This design comes from an exercise in tuning for small area on the open sky130 flow, not from production work. In this exercise RTL edits were held to simulation tests only and were not proved equivalent to the original. The flow treats the clock pin as an ideal source, which a real chip does not have. Power figures rest on the tool's default switching activity, not on a simulated workload.

==> flow/design.v <==
`timescale 1ns / 1ps
module aihs_ao22 (input a1, input a2, input b1, input b2, output y);
assign y = (a1 & a2) | (b1 & b2);
endmodule
module aihs_aoi222 (input a1, input a2, input b1, input b2, input c1, input c2, output y);
assign y = ~((a1 & a2) | (b1 & b2) | (c1 & c2));
endmodule
module aihs_nand2 (input a, input b, output y);
assign y = ~(a & b);
endmodule
module aihs_nand3 (input a, input b, input c, output y);
assign y = ~(a & b & c);
endmodule
module aihs_nand2aoi22 (input x1, input x2, input a1, input a2, input b1, input b2, output y);
assign y = ~(x1 & x2 & ~((a1 & a2) | (b1 & b2)));
endmodule
module aihs_ctl (
input ins, input [3:0] ks, input [3:0] keep_insert, input nz1, input nzh0,
input valid_insert, input s_ready, input valid_in, input pulse, input rst_n,
output k1111, output k0111, output k0011, output k0001, output kval,
output en, output en_n, output en1, output hs, output ek_n, output eh, output eh_n,
output [3:0] ehb,
output si1, output si2, output si3, output b0, output b1, output b2, output b3,
output ld, output hold, output sh, output a1, output a2, output a3
);
assign k1111 = keep_insert == 4'b1111;
assign k0111 = keep_insert == 4'b0111;
assign k0011 = keep_insert == 4'b0011;
assign k0001 = keep_insert == 4'b0001;
assign kval = k1111 | k0111 | k0011 | k0001;
assign en = valid_in & ~pulse & rst_n;    
assign en_n = ~en;
assign en1 = en & nz1;
assign hs = valid_insert & s_ready;       
assign ek_n = ~hs;
assign eh = hs & kval;                    
assign eh_n = ~eh;
assign ehb = {4{eh}} & {k1111, k1111 | k0111, ~k0001, 1'b1};
assign si1 = ins & k0111;
assign si2 = ins & k0011;
assign si3 = ins & k0001;
assign b0 = ~ins & ks[0];
assign b1 = ~ins & ks[1];
assign b2 = ~ins & ks[2];
assign b3 = ~ins & ks[3];
assign ld = (ins & kval) | b0 | b1 | b2 | b3;
assign hold = ~ld;
assign sh = ins & k1111 & nzh0;
assign a1 = (si1 | b1) & nz1;
assign a2 = (si2 | b2) & nz1;
assign a3 = (si3 | b3) & nz1;
endmodule
module axi_stream_insert_header_1 #(
parameter DATA_WD = 32,
parameter DATA_BYTE_WD = DATA_WD / 8,
parameter BYTE_CNT_WD = $clog2(DATA_BYTE_WD)
) (
input clk,
input rst_n,
input valid_in,
input [DATA_WD-1 : 0] data_in,
input [DATA_BYTE_WD-1 : 0] keep_in,
input last_in,
output ready_in,
output valid_out,
output [DATA_WD-1 : 0] data_out,
output [DATA_BYTE_WD-1 : 0] keep_out,
output last_out,
input ready_out,
input valid_insert,
input [DATA_WD-1 : 0] data_insert,
input [DATA_BYTE_WD-1 : 0] keep_insert,
input [BYTE_CNT_WD-1: 0] byte_insert_cnt,
output ready_insert
);
reg l1, l2, lo0, lo1;
wire pulse = ~l1 & l2;
always @(posedge clk or negedge rst_n)
if (!rst_n) begin
    l1 <= 1'b0; l2 <= 1'b0; lo0 <= 1'b0; lo1 <= 1'b0;
end else begin
    l1 <= last_in; l2 <= l1; lo0 <= pulse; lo1 <= lo0;
end
assign ready_in = ~pulse;
assign last_out = lo1;
reg s_ready, ins, n1;
always @(posedge clk or negedge rst_n)
if (!rst_n) begin
    s_ready <= 1'b0; ins <= 1'b0; n1 <= 1'b0;
end else begin
    ins <= hs; s_ready <= ~ins; n1 <= s_ready;
end
assign ready_insert = s_ready;
assign valid_out = ~n1 | s_ready;
wire k1111, k0111, k0011, k0001, kval, en, en_n, en1, hs, ek_n, eh, eh_n;
wire si1, si2, si3, b0, b1, b2, b3, ld, hold, sh, a1, a2, a3;
wire [3:0] ehb;
reg nz1, nzh0;
reg [3:0] ks;     
aihs_ctl u_ctl (.ins(ins), .ks(ks), .keep_insert(keep_insert), .nz1(nz1), .nzh0(nzh0),
    .valid_insert(valid_insert), .s_ready(s_ready), .valid_in(valid_in), .pulse(pulse), .rst_n(rst_n),
    .k1111(k1111), .k0111(k0111), .k0011(k0011), .k0001(k0001), .kval(kval),
    .en(en), .en_n(en_n), .en1(en1), .hs(hs), .ek_n(ek_n), .eh(eh), .eh_n(eh_n), .ehb(ehb),
    .si1(si1), .si2(si2), .si3(si3), .b0(b0), .b1(b1), .b2(b2), .b3(b3),
    .ld(ld), .hold(hold), .sh(sh), .a1(a1), .a2(a2), .a3(a3));
always @(posedge clk or negedge rst_n)
if (!rst_n) nz1 <= 1'b0;
else if (en) nz1 <= 1'b1;
always @(posedge clk or negedge rst_n)
if (!rst_n) nzh0 <= 1'b0;
else if (eh) nzh0 <= 1'b1;
reg [31:0] r1, r2, hdr;
reg [3:0] kin;
wire [31:0] r1_d, r2_d, hdr_d;
wire [3:0] kin_d, ks_d;
wire [3:0] ks_new = {k0001, k0011, k0111, k1111};
genvar i;
generate
for (i = 0; i < 32; i = i + 1) begin : g_w
    aihs_ao22 u_r1 (.a1(en), .a2(data_in[i]), .b1(en_n), .b2(r1[i]), .y(r1_d[i]));
    aihs_ao22 u_r2 (.a1(en1), .a2(r1[i]), .b1(en_n), .b2(r2[i]), .y(r2_d[i]));
    aihs_ao22 u_hd (.a1(ehb[i/8]), .a2(data_insert[i]), .b1(eh_n), .b2(hdr[i]), .y(hdr_d[i]));
end
for (i = 0; i < 4; i = i + 1) begin : g_k
    aihs_ao22 u_ki (.a1(en), .a2(keep_in[i]), .b1(en_n), .b2(kin[i]), .y(kin_d[i]));
    aihs_ao22 u_ks (.a1(hs), .a2(ks_new[i]), .b1(ek_n), .b2(ks[i]), .y(ks_d[i]));
end
endgenerate
always @(posedge clk) begin
    r1 <= r1_d; r2 <= r2_d; hdr <= hdr_d; kin <= kin_d; ks <= ks_d;
end
reg [31:0] hdo;
reg nzh;
wire [31:0] hdo_d;
generate
for (i = 0; i < 8; i = i + 1) begin : g_h
    wire x3a, x3b, x3c;
    aihs_aoi222 u3a (.a1(sh), .a2(hdr[24+i]), .b1(si1), .b2(data_insert[16+i]), .c1(si2), .c2(data_insert[8+i]), .y(x3a));
    aihs_aoi222 u3b (.a1(si3), .a2(data_insert[i]), .b1(b0), .b2(r2[24+i]), .c1(b1), .c2(r2[16+i]), .y(x3b));
    aihs_aoi222 u3c (.a1(b2), .a2(r2[8+i]), .b1(b3), .b2(r2[i]), .c1(hold), .c2(hdo[24+i]), .y(x3c));
    aihs_nand3 u3 (.a(x3a), .b(x3b), .c(x3c), .y(hdo_d[24+i]));
    wire x2a, x2b;
    aihs_aoi222 u2a (.a1(sh), .a2(hdr[16+i]), .b1(si1), .b2(data_insert[8+i]), .c1(si2), .c2(data_insert[i]), .y(x2a));
    aihs_aoi222 u2b (.a1(a3), .a2(r1[24+i]), .b1(b0), .b2(r2[16+i]), .c1(b1), .c2(r2[8+i]), .y(x2b));
    aihs_nand2aoi22 u2 (.x1(x2a), .x2(x2b), .a1(b2), .a2(r2[i]), .b1(hold), .b2(hdo[16+i]), .y(hdo_d[16+i]));
    wire x1a, x1b, x1c;
    aihs_aoi222 u1a (.a1(sh), .a2(hdr[8+i]), .b1(si1), .b2(data_insert[i]), .c1(a2), .c2(r1[24+i]), .y(x1a));
    aihs_aoi222 u1b (.a1(a3), .a2(r1[16+i]), .b1(b0), .b2(r2[8+i]), .c1(b1), .c2(r2[i]), .y(x1b));
    aihs_nand2 u1c (.a(hold), .b(hdo[8+i]), .y(x1c));
    aihs_nand3 u1 (.a(x1a), .b(x1b), .c(x1c), .y(hdo_d[8+i]));
    wire x0a, x0b;
    aihs_aoi222 u0a (.a1(sh), .a2(hdr[i]), .b1(a1), .b2(r1[24+i]), .c1(a2), .c2(r1[16+i]), .y(x0a));
    aihs_aoi222 u0b (.a1(a3), .a2(r1[8+i]), .b1(b0), .b2(r2[i]), .c1(hold), .c2(hdo[i]), .y(x0b));
    aihs_nand2 u0 (.a(x0a), .b(x0b), .y(hdo_d[i]));
end
endgenerate
always @(posedge clk) hdo <= hdo_d;
always @(posedge clk or negedge rst_n)
if (!rst_n) nzh <= 1'b0;
else if (ld) nzh <= 1'b1;
wire so = ready_out & nzh, sr = ~ready_out;
generate
for (i = 0; i < 32; i = i + 1) begin : g_o
    aihs_ao22 u_o (.a1(so), .a2(hdo[i]), .b1(sr), .b2(r2[i]), .y(data_out[i]));
end
endgenerate
reg [3:0] keep_out_r;
wire [3:0] kl = ({4{k1111}} & kin) | ({4{k0111}} & {kin[2:0], 1'b0})
              | ({4{k0011}} & {kin[1:0], 2'b0}) | ({4{k0001}} & {kin[0], 3'b0})
              | {4{~kval}};
always @(posedge clk or negedge rst_n)
if (!rst_n) keep_out_r <= 4'b0;
else keep_out_r <= valid_out ? 4'b1111 : ({4{lo1}} & kl);
assign keep_out = keep_out_r;
endmodule
clock: 5.0 ns
lec_check: 0
cap_margin: 20
core_margin: 2
core_utilization: 40
slew_margin: 20
synth_hierarchical: 1
standard.sh (not shown) runs the stock make flow with config.mk's settings and CLKGATE_MAP_FILE= SYNTH_SCRIPT=/design/flow/synth_recipe.tcl, a recipe that flattens the netlist after the stock synthesis.
==> flow/flow/run.sh <==
#!/bin/bash
# The standard layout (standard.sh) with these changes:
#  - the port buffers are buf_1 instead of the default pick;
#  - CTS builds its tree from clkbuf_4 (root clkbuf_8) with no dummy loads,
#    and post_cts.tcl upsizes leaf buffers whose slew is high.
# make's output goes to make.log; ORFS keeps each step's log under orfs/logs.
set -euo pipefail
export BUFFER_PORTS_ARGS="-buffer_cell sky130_fd_sc_hd__buf_1"
export CTS_ARGS="-sink_clustering_enable -repair_clock_nets -dont_use_dummy_load -root_buf sky130_fd_sc_hd__clkbuf_8 -buf_list sky130_fd_sc_hd__clkbuf_4"
export POST_CTS_TCL="$(pwd)/flow/post_cts.tcl"
bash standard.sh > make.log 2>&1
==> flow/flow/post_cts.tcl <==
estimate_parasitics -placement
set upsized 0
foreach inst [get_cells *] {
  if {[get_property $inst ref_name] == "sky130_fd_sc_hd__clkbuf_4"} {
    set pin [get_pins [get_full_name $inst]/X]
    if {[get_property $pin slew_max] > 0.110} {
      replace_cell [get_full_name $inst] sky130_fd_sc_hd__clkbuf_8
      incr upsized
    }
  }
}
puts "post_cts: upsized $upsized clock buffers"
if {$upsized > 0} {
  detailed_placement
  check_placement -verbose
  estimate_parasitics -placement
}
Edit:
--- a/flow/design.v
+++ b/flow/design.v
@@ -12,6 +12,6 @@
 assign y = ~(a & b & c);
 endmodule
-module aihs_nand2aoi22 (input x1, input x2, input a1, input a2, input b1, input b2, output y);
-assign y = ~(x1 & x2 & ~((a1 & a2) | (b1 & b2)));
+module aihs_nand4 (input a, input b, input c, input d, output y);
+assign y = ~(a & b & c & d);
 endmodule
 module aihs_ctl (
@@ -140,8 +140,10 @@
     aihs_aoi222 u3c (.a1(b2), .a2(r2[8+i]), .b1(b3), .b2(r2[i]), .c1(hold), .c2(hdo[24+i]), .y(x3c));
     aihs_nand3 u3 (.a(x3a), .b(x3b), .c(x3c), .y(hdo_d[24+i]));
-    wire x2a, x2b;
+    wire x2a, x2b, x2c, x2d;
     aihs_aoi222 u2a (.a1(sh), .a2(hdr[16+i]), .b1(si1), .b2(data_insert[8+i]), .c1(si2), .c2(data_insert[i]), .y(x2a));
     aihs_aoi222 u2b (.a1(a3), .a2(r1[24+i]), .b1(b0), .b2(r2[16+i]), .c1(b1), .c2(r2[8+i]), .y(x2b));
-    aihs_nand2aoi22 u2 (.x1(x2a), .x2(x2b), .a1(b2), .a2(r2[i]), .b1(hold), .b2(hdo[16+i]), .y(hdo_d[16+i]));
+    aihs_nand2 u2c (.a(b2), .b(r2[i]), .y(x2c));
+    aihs_nand2 u2d (.a(hold), .b(hdo[16+i]), .y(x2d));
+    aihs_nand4 u2 (.a(x2a), .b(x2b), .c(x2c), .d(x2d), .y(hdo_d[16+i]));
     wire x1a, x1b, x1c;
     aihs_aoi222 u1a (.a1(sh), .a2(hdr[8+i]), .b1(si1), .b2(data_insert[i]), .c1(a2), .c2(r1[24+i]), .y(x1a));
Outcome: Setup slack gets better by 0.36 ns. Worst hold slack is about the same. Total power went down by 1.3%. First-iteration DRC count grows by 19%. Final area fell by 0.42%. Critical path depth goes up by 1.

[afterwards: timing with drivers on the ports]
No port has a modelled driver above. Below, the same layouts with a new extraction and two added sets of constraints.
Step 1: set_driving_cell puts a clkbuf_16 on clk and a buf_2 on each other input, an assumption about the parent block.
Step 2 adds t to the input delays and takes it off the output delays; t is the mean of the earliest and latest rising clock arrival at the registers after step 1. Input paths then give back, and output paths get back, about the clock's delay inside the block.
Three values: ideal, step 1, step 2; two values: the first two.
run | shift t [ns] | setup slack, ns | hold WS [ns]
the first run | 0.461 | 1.526 / 1.487 / 1.433 | 0.365 / 0.365 / 0.365
the second run | 0.450 | 1.885 / 1.900 / 1.450 | 0.365 / 0.365 / 0.365
After both steps setup and hold are still met in every run listed. For the second run, which loses most, drivers alone change the setup slack by +0.015 ns; drivers and shift together by -0.435 ns.
